Context: an optimization exercise on an open-source flow, tuned for small area and a short achievable clock period. The choices shown serve that exercise and are no tape-out recipe.
No activity file was given, so power comes from the tool's default toggle rates.

## MINGA_TOP
module MINGA_TOP(
	input 			sys_clk		,
	input 			rst_n 		,
	input [31:0] 	e 			,
	input 			e_valid		,
	input 			e_query		,
	output reg 		out_valid	,
	output reg[31:0]out_id 		,
	output reg[15:0]out_count
    );
	localparam LENGTH = 32 ;
	reg [15:0] counter_array [0:LENGTH-1] ;
	reg [31:0] ID_array [0:LENGTH-1] ;
	reg [LENGTH-1:0] cnt_valid ;
	integer j ;
	wire [4:0] hash5 = {
			^(e & 32'h5170e371) ^ 1'b0,
			^(e & 32'hc73899ba) ^ 1'b0,
			^(e & 32'h8c1c24df) ^ 1'b1,
			^(e & 32'h460e926f) ^ 1'b0,
			^(e & 32'hcc87a1b5) ^ 1'b1
		};
	reg        v0, ins0 ;
	reg [4:0]  idx0 ;
	reg [31:0] e0 ;
	reg [LENGTH-1:0] oh0 ;	 
	wire [4:0] idx_in = e_query ? e[4:0] : hash5 ;
	always @(posedge sys_clk or negedge rst_n)
		if (~rst_n) v0 <= 1'b0;
		else        v0 <= e_valid;
	always @(posedge sys_clk) begin
		ins0 <= ~e_query;
		idx0 <= idx_in;
		oh0  <= 32'd1 << idx_in;
		e0   <= e;
	end
	reg [15:0] tc ;
	always @(posedge sys_clk or negedge rst_n)
		if (~rst_n) tc <= 16'h0000;
		else        tc <= tc + 16'd1;
	reg [31:0] r0 ;	 
	always @(posedge sys_clk)
		r0 <= {
			^(tc & 16'h2261) ^ 1'b0,
			^(tc & 16'h9130) ^ 1'b1,
			^(tc & 16'h209a) ^ 1'b1,
			^(tc & 16'h104d) ^ 1'b0,
			^(tc & 16'h8826) ^ 1'b1,
			^(tc & 16'h4413) ^ 1'b0,
			^(tc & 16'ha209) ^ 1'b0,
			^(tc & 16'hd104) ^ 1'b1,
  ...
Size: roughly 5300 cells after synthesis, roughly 2100 flip-flops, ~85 I/O pins, roughly 0.081 mm2 of cells after synthesis.
==> flow/config.mk <==
export PLATFORM = sky130hd
export DESIGN_NAME = MINGA_TOP
export DESIGN_NICKNAME = MINGA_TOP
export VERILOG_FILES = /design/flow/design.v
export SDC_FILE = /design/flow/constraint.sdc
export NUM_CORES = 4
export LEC_CHECK = 0
export ABC_CLOCK_PERIOD_IN_PS = 2800
export CAP_MARGIN = 20
export CORE_MARGIN = 2
export CORE_UTILIZATION = 45
export PLACE_DENSITY = 0.6
export SETUP_SLACK_MARGIN = 2.7
export SLEW_MARGIN = 20
export TNS_END_PERCENT = 100
==> flow/constraint.sdc <==
create_clock -name core_clock -period 5.5 [get_ports {sys_clk}]
set_input_delay 1.1000 -clock core_clock [delete_from_list [all_inputs] [get_ports {sys_clk}]]
set_output_delay 1.1000 -clock core_clock [all_outputs]
set_load 0.01 [all_outputs]
run.sh (not shown) runs the stock make flow with config.mk's settings and CLKGATE_MAP_FILE= SYNTH_SCRIPT=/design/flow/synth_recipe.tcl, a recipe that flattens the netlist after the stock synthesis.
Edit:
--- a/flow/design.v
+++ b/flow/design.v
@@ -14,42 +14,37 @@
 	reg [LENGTH-1:0] cnt_valid ;
 	integer j ;
 	wire [4:0] hash5 = {
 			^(e & 32'h5170e371) ^ 1'b0,
 			^(e & 32'hc73899ba) ^ 1'b0,
 			^(e & 32'h8c1c24df) ^ 1'b1,
 			^(e & 32'h460e926f) ^ 1'b0,
 			^(e & 32'hcc87a1b5) ^ 1'b1
 		};
 	reg        v0, ins0 ;
 	reg [4:0]  idx0 ;
 	reg [31:0] e0 ;
-	reg [LENGTH-1:0] oh0 ;	 
-	wire [4:0] idx_in = e_query ? e[4:0] : hash5 ;
 	always @(posedge sys_clk or negedge rst_n)
 		if (~rst_n) v0 <= 1'b0;
 		else        v0 <= e_valid;
 	always @(posedge sys_clk) begin
 		ins0 <= ~e_query;
-		idx0 <= idx_in;
-		oh0  <= 32'd1 << idx_in;
+		idx0 <= e_query ? e[4:0] : hash5;
 		e0   <= e;
 	end
 	reg [15:0] tc ;
 	always @(posedge sys_clk or negedge rst_n)
-		if (~rst_n) tc <= 16'h0000;
+		if (~rst_n) tc <= 16'hffff;
 		else        tc <= tc + 16'd1;
-	reg [31:0] r0 ;	 
-	always @(posedge sys_clk)
-		r0 <= {
+	wire [31:0] rnd = {
 			^(tc & 16'h2261) ^ 1'b0,
 			^(tc & 16'h9130) ^ 1'b1,
 			^(tc & 16'h209a) ^ 1'b1,
 			^(tc & 16'h104d) ^ 1'b0,
 			^(tc & 16'h8826) ^ 1'b1,
 			^(tc & 16'h4413) ^ 1'b0,
 			^(tc & 16'ha209) ^ 1'b0,
 			^(tc & 16'hd104) ^ 1'b1,
 			^(tc & 16'h8c8c) ^ 1'b1,
 			^(tc & 16'h4646) ^ 1'b1,
 			^(tc & 16'h2323) ^ 1'b0,
 			^(tc & 16'h9111) ^ 1'b1,
@@ -65,51 +60,52 @@
 			^(tc & 16'h2677) ^ 1'b0,
 			^(tc & 16'h933b) ^ 1'b1,
 			^(tc & 16'hc91d) ^ 1'b0,
 			^(tc & 16'h6882) ^ 1'b0,
 			^(tc & 16'h5cc3) ^ 1'b1,
 			^(tc & 16'hc6e3) ^ 1'b1,
 			^(tc & 16'he371) ^ 1'b0,
 			^(tc & 16'h99ba) ^ 1'b0,
 			^(tc & 16'h24df) ^ 1'b1,
 			^(tc & 16'h926f) ^ 1'b0,
 			^(tc & 16'ha1b5) ^ 1'b1
 		};
-	wire [33:0] rnd3 = {2'b00, r0} + {1'b0, r0, 1'b0} ;
+	wire [33:0] rnd3 = {2'b00, rnd} + {1'b0, rnd, 1'b0} ;
 	reg        v1, ins1, tch1 ;
 	reg [4:0]  idx1 ;
 	reg [31:0] e1, r1 ;
 	reg [33:0] r3 ;
 	reg [15:0] cnt_x ;
+	wire [LENGTH-1:0] oh0 = 32'd1 << idx0 ;
 	reg  [15:0] rd_cnt ;
 	reg         rd_tch ;
 	always @(*) begin
 		rd_cnt = 16'd0;
 		rd_tch = 1'b0;
 		for (j = 0; j < LENGTH; j = j + 1) begin
 			rd_cnt = rd_cnt | (counter_array[j] & {16{oh0[j] & cnt_valid[j]}});
 			rd_tch = rd_tch | (oh0[j] & cnt_valid[j]);
 		end
 	end
 	wire        byp1 = v1 & (idx1 == idx0) ;
 	wire [15:0] inc_rd = rd_cnt + {15'd0, ins0} ;
 	wire [15:0] inc_x  = cnt_x  + {15'd0, ins0} ;
 	always @(posedge sys_clk or negedge rst_n)
 		if (~rst_n) v1 <= 1'b0;
 		else        v1 <= v0;
 	always @(posedge sys_clk) begin
 		ins1  <= v0 & ins0;
 		idx1  <= idx0;
 		e1    <= e0;
-		r1    <= r0;
+		r1    <= rnd;
 		r3    <= rnd3;
 		cnt_x <= byp1 ? inc_x : inc_rd;
 		tch1  <= (byp1 ? tch1 : rd_tch) | ins0;
 	end
 	always @(posedge sys_clk)
 		for (j = 0; j < LENGTH; j = j + 1)
 			if (ins1 && idx1 == j) counter_array[j] <= cnt_x;
 	always @(posedge sys_clk or negedge rst_n)
 		if (~rst_n) cnt_valid <= {LENGTH{1'b0}};
 		else for (j = 0; j < LENGTH; j = j + 1)
 			if (ins1 && idx1 == j) cnt_valid[j] <= 1'b1;
 	wire [15:0] c = cnt_x ;
What happened: Non-clock buffer count climbs by 221; clock power drops by about 3%; cell area climbs by 3.9%; routed wire length climbs by 7.8%; sequential share of layout area drops by 3.6 points; via count climbs by 4.7%; worst setup slack is worse by 0.50 ns; count of clock-buffer cells in the layout drops by 21.
Function was not checked in any run of this note: the RTL went through the layout flow alone.

-- what the ideal ports hide --
No port has a modelled driver above. Below, the same layouts with a new extraction and two added sets of constraints.
Step 1: set_driving_cell puts a clkbuf_16 on sys_clk and a buf_2 on each other input, an assumption about the parent block.
Step 2 moves the port delays by t, midway between the first and last clock arrival at a register: inputs arrive t later, outputs are due t later. That takes back most of the time a late clock gives input paths.
Three values: ideal, step 1, step 2; two values: the first two.
run | t, ns | setup WS [ns] | hold WS [ns] | worst setup path after step 2
the first run | 0.929 | 2.383 / 2.383 / 1.948 | 0.305 / 0.305 / 0.305 | input to register
the second run | 0.928 | 1.884 / 1.884 / 1.884 | 0.289 / 0.270 / 0.289 | input to register
After both steps every run listed still meets setup and hold. For the first run, which loses most, drivers alone change the setup slack by 0.000 ns; drivers and shift together by -0.435 ns.
